Background: an optimization exercise with open tools, aiming at small area, a short achievable clock period and few clock cycles. Do not read the settings as production practice.
Function was checked by simulation only, so behaviour that the tests miss may differ from the original.

## matrix_cpu
module matrix_cpu (
    input  wire         clk,
    input  wire         reset,
    input  wire         start,
    output wire         done,
    output wire [3:0]   imem_addr,
    input  wire [26:0]  imem_data,
    output wire [6:0]   mem_rd1_addr,
    input  wire [255:0] mem_rd1_data,
    output wire [6:0]   mem_rd2_addr,
    input  wire [255:0] mem_rd2_data,
    output wire         mem_we,
    output wire [6:0]   mem_waddr,
    output wire [255:0] mem_wdata
);
For scale: about 12000 cells after synthesis, roughly 1300 flip-flops, about 830 I/O pins.
==> module matrix_cpu, before the edit <==
module matrix_cpu (
    input  wire         clk,
    input  wire         reset,
    input  wire         start,
    output wire         done,
    output wire [3:0]   imem_addr,
    input  wire [26:0]  imem_data,
    output wire [6:0]   mem_rd1_addr,
    input  wire [255:0] mem_rd1_data,
    output wire [6:0]   mem_rd2_addr,
    input  wire [255:0] mem_rd2_data,
    output wire         mem_we,
    output wire [6:0]   mem_waddr,
    output wire [255:0] mem_wdata
);
wire [255:0] out_q;         
reg  [255:0] opa;           
reg  [95:0]  ycur;          
reg  [191:0] ynext;         
function [23:0] booth;
    input [15:0] y;
    integer d;
    reg [16:0] yy;
    begin
        yy = {y, 1'b0};
        for (d = 0; d < 8; d = d + 1) begin
            booth[d]      = yy[2*d+1] ^ yy[2*d];                        
            booth[8 + d]  = (yy[2*d+2 -: 3] == 3'b011) | (yy[2*d+2 -: 3] == 3'b100);  
            booth[16 + d] = yy[2*d+2];                                   
        end
    end
endfunction
reg  [255:0] zr;            
reg  [255:0] res;           
reg          busy;          
wire [3:0]   pc;
reg          xv;            
reg          c_mul, c_sub;
reg          x_w;
reg  [6:0]   x_dest;
reg  [1:0]   k;             
reg          w_mem, w_out;
reg  [6:0]   wdest;
wire x_last = ~c_mul | (k == 2'd3);
wire        accept, consume, fwd_a, fwd_b, stop_now;
exe_engine ctl (
    .reset(reset), .start(start), .busy(busy), .instr(imem_data),
    .xv(xv), .x_last(x_last), .x_w(x_w), .x_dest(x_dest),
    .w_mem(w_mem), .w_out(w_out), .wdest(wdest),
    .accept(accept), .consume(consume), .fwd_a(fwd_a), .fwd_b(fwd_b),
    .stop_now(stop_now)
);
program_counter pcr (.address(pc), .clk(clk), .reset(reset),
                     .clear(~busy & ~start | stop_now),
                     .enable(consume));
assign imem_addr    = pc;
assign mem_rd1_addr = imem_data[14:8];
assign mem_rd2_addr = imem_data[7:1];
wire [2:0] op   = imem_data[26:24];
wire i_add = (op == 3'b000);
wire i_sub = (op == 3'b001);
wire i_scl = (op == 3'b010);
wire i_mul = (op == 3'b011);
wire i_tr  = (op == 3'b100);
wire [255:0] s1 = fwd_a ? res : (imem_data[22] ? out_q : mem_rd1_data);
wire [255:0] s2 = fwd_b ? res : mem_rd2_data;
wire [255:0] mac_out;
genvar r, c, j;
generate
for (r = 0; r < 4; r = r + 1) begin : g_r
    for (c = 0; c < 4; c = c + 1) begin : g_c
        always @(posedge clk)
            opa[r*64 + c*16 +: 16] <= accept ? s1[r*64 + c*16 +: 16]
                                             : opa[r*64 + ((c+1)%4)*16 +: 16];
        always @(posedge clk)
            zr[r*64 + c*16 +: 16] <= ~accept ? mac_out[r*64 + c*16 +: 16] :
                                     (i_add | i_sub) ? s2[r*64 + c*16 +: 16] ^ {16{i_sub}} :
                                     i_tr ? s1[c*64 + r*16 +: 16] : 16'd0;
    end
end
for (c = 0; c < 4; c = c + 1) begin : g_y
    wire [15:0] y_first = i_mul ? s2[c*64 + c*16 +: 16] :
                          i_scl ? {8'b0, imem_data[7:0]} :
                          {15'd0, i_add | i_sub};
    wire [15:0] y_now = accept ? y_first : ynext[c*48 +: 16];
    always @(posedge clk)
        ycur[c*24 +: 24] <= booth(y_now);
    for (j = 1; j < 4; j = j + 1) begin : g_yj
        always @(posedge clk)
            ynext[c*48 + (j-1)*16 +: 16] <= accept ? s2[((c+j)%4)*64 + c*16 +: 16] :
                                            (j < 3) ? ynext[c*48 + j*16 +: 16] : 16'd0;
    end
end
endgenerate
always @(posedge clk) begin
    if (accept) begin
        c_mul    <= i_mul;
        c_sub    <= i_sub;
        x_w      <= imem_data[23];
        x_dest   <= imem_data[21:15];
    end
end
matrix_mult mm (.m_out(mac_out), .a(opa), .y(ycur), .z(zr), .cin(c_sub));
always @(posedge clk)
    res <= mac_out;
always @(posedge clk) begin
    if (reset) begin
        busy   <= 1'b0;
        xv     <= 1'b0;
        w_mem  <= 1'b0;
        w_out  <= 1'b0;
        k      <= 2'd0;
    end else begin
        busy   <= (busy | start) & ~stop_now;
        xv     <= accept | xv & ~x_last;
        w_mem  <= xv & x_last & ~x_w;
        w_out  <= xv & x_last & x_w;
        if (xv & c_mul) k <= k + 2'd1;
    end
end
always @(posedge clk)
    if (xv & x_last) wdest <= x_dest;
output_reg outr (.data(out_q), .write_data(w_out), .data_to_write(res),
                 .reset(reset), .clk(clk));
assign done      = ~busy;
assign mem_we    = w_mem;
assign mem_waddr = wdest;
assign mem_wdata = res;
endmodule
export LEC_CHECK = 0
export CAP_MARGIN = 10
export CORE_MARGIN = 2
export CORE_UTILIZATION = 55
export CTS_CLUSTER_DIAMETER = 90
export CTS_CLUSTER_SIZE = 22
export SLEW_MARGIN = 10
create_clock -name core_clock -period 11.0 [get_ports {clk}]
standard.sh (not shown) runs the stock make flow with config.mk's settings and CLKGATE_MAP_FILE= SYNTH_SCRIPT=/design/flow/synth_recipe.tcl, a recipe that flattens the netlist after the stock synthesis.
==> flow/flow/run.sh <==
#!/bin/bash
set -euo pipefail
export SETUP_SLACK_MARGIN=6.2
export BUFFER_PORTS_ARGS="-buffer_cell sky130_fd_sc_hd__buf_1"
bash standard.sh > make.log 2>&1
Testbench counts at the start, summed over its fixed seeds: cycles 12,545.
Change:
--- a/flow/design.v
+++ b/flow/design.v
@@ -540,7 +540,8 @@
         end
     end
 endfunction
-reg  [255:0] zr;            
+reg  [255:0] zc;            
+reg          acc_en;        
 reg  [255:0] res;           
 reg          busy;          
 wire [3:0]   pc;
@@ -583,8 +584,7 @@
             opa[r*64 + c*16 +: 16] <= accept ? s1[r*64 + c*16 +: 16]
                                              : opa[r*64 + ((c+1)%4)*16 +: 16];
         always @(posedge clk)
-            zr[r*64 + c*16 +: 16] <= ~accept ? mac_out[r*64 + c*16 +: 16] :
-                                     (i_add | i_sub) ? s2[r*64 + c*16 +: 16] ^ {16{i_sub}} :
+            zc[r*64 + c*16 +: 16] <= (i_add | i_sub) ? s2[r*64 + c*16 +: 16] ^ {16{i_sub}} :
                                      i_tr ? s1[c*64 + r*16 +: 16] : 16'd0;
     end
 end
@@ -610,7 +610,7 @@
         x_dest   <= imem_data[21:15];
     end
 end
-matrix_mult mm (.m_out(mac_out), .a(opa), .y(ycur), .z(zr), .cin(c_sub));
+matrix_mult mm (.m_out(mac_out), .a(opa), .y(ycur), .z(acc_en ? res : zc), .cin(c_sub));
 always @(posedge clk)
     res <= mac_out;
 always @(posedge clk) begin
@@ -620,12 +620,14 @@
         w_mem  <= 1'b0;
         w_out  <= 1'b0;
         k      <= 2'd0;
+        acc_en <= 1'b0;
     end else begin
         busy   <= (busy | start) & ~stop_now;
         xv     <= accept | xv & ~x_last;
         w_mem  <= xv & x_last & ~x_w;
         w_out  <= xv & x_last & x_w;
         if (xv & c_mul) k <= k + 2'd1;
+        acc_en <= xv & ~x_last;
     end
 end
 always @(posedge clk)
The changed run produced a clean layout.
Worst hold slack is worse by 16 ps.
Flip-flop and latch count rises by 1.
Worst setup slack gets worse by 54 ps.
Wire length came out higher by about 0.5%.
Via count went up by 0.61%.
Cell count rises by about 0.9%.
Non-clock buffer count went down by 49.
Design area came out lower by 0.94%.
Utilization goes down by 0.70 points.
First-iteration DRC count went up by about 3.3%.
Testbench counts after the change, summed over its fixed seeds: cycles 12,545.

port drivers added, routing unchanged:
The results above use ideal ports. As a check the final layouts listed here were re-extracted and re-timed, cells and wires unchanged.
Step 1 (the two cells are an assumption about what drives the block):
set clk [get_ports {clk}]
set_driving_cell -lib_cell sky130_fd_sc_hd__clkbuf_16 $clk
set_driving_cell -lib_cell sky130_fd_sc_hd__buf_2 [delete_from_list [all_inputs] $clk]
Step 2 also shifts input and output timing later by t, the mid clock arrival at the registers, as if the neighbouring blocks saw the same clock.
Slacks: no drivers / after step 1 / after step 2; pairs: no drivers / after step 1.
| run | t, ns | slack for setup (ns) | worst hold slack (ns) | worst slew at a driven data input, ns |
|---|---|---|---|---|
| the first run | 0.889 | 6.128 / 6.192 / 5.303 | 0.432 / 0.432 / 0.432 | 0.21 |
| the second run | 0.900 | 6.074 / 6.094 / 5.245 | 0.416 / 0.416 / 0.416 | 0.15 |
After both steps setup and hold are still met in every run listed. The setup slack of the second run, which loses most, moves by +0.020 ns with the drivers and by -0.829 ns with both steps.
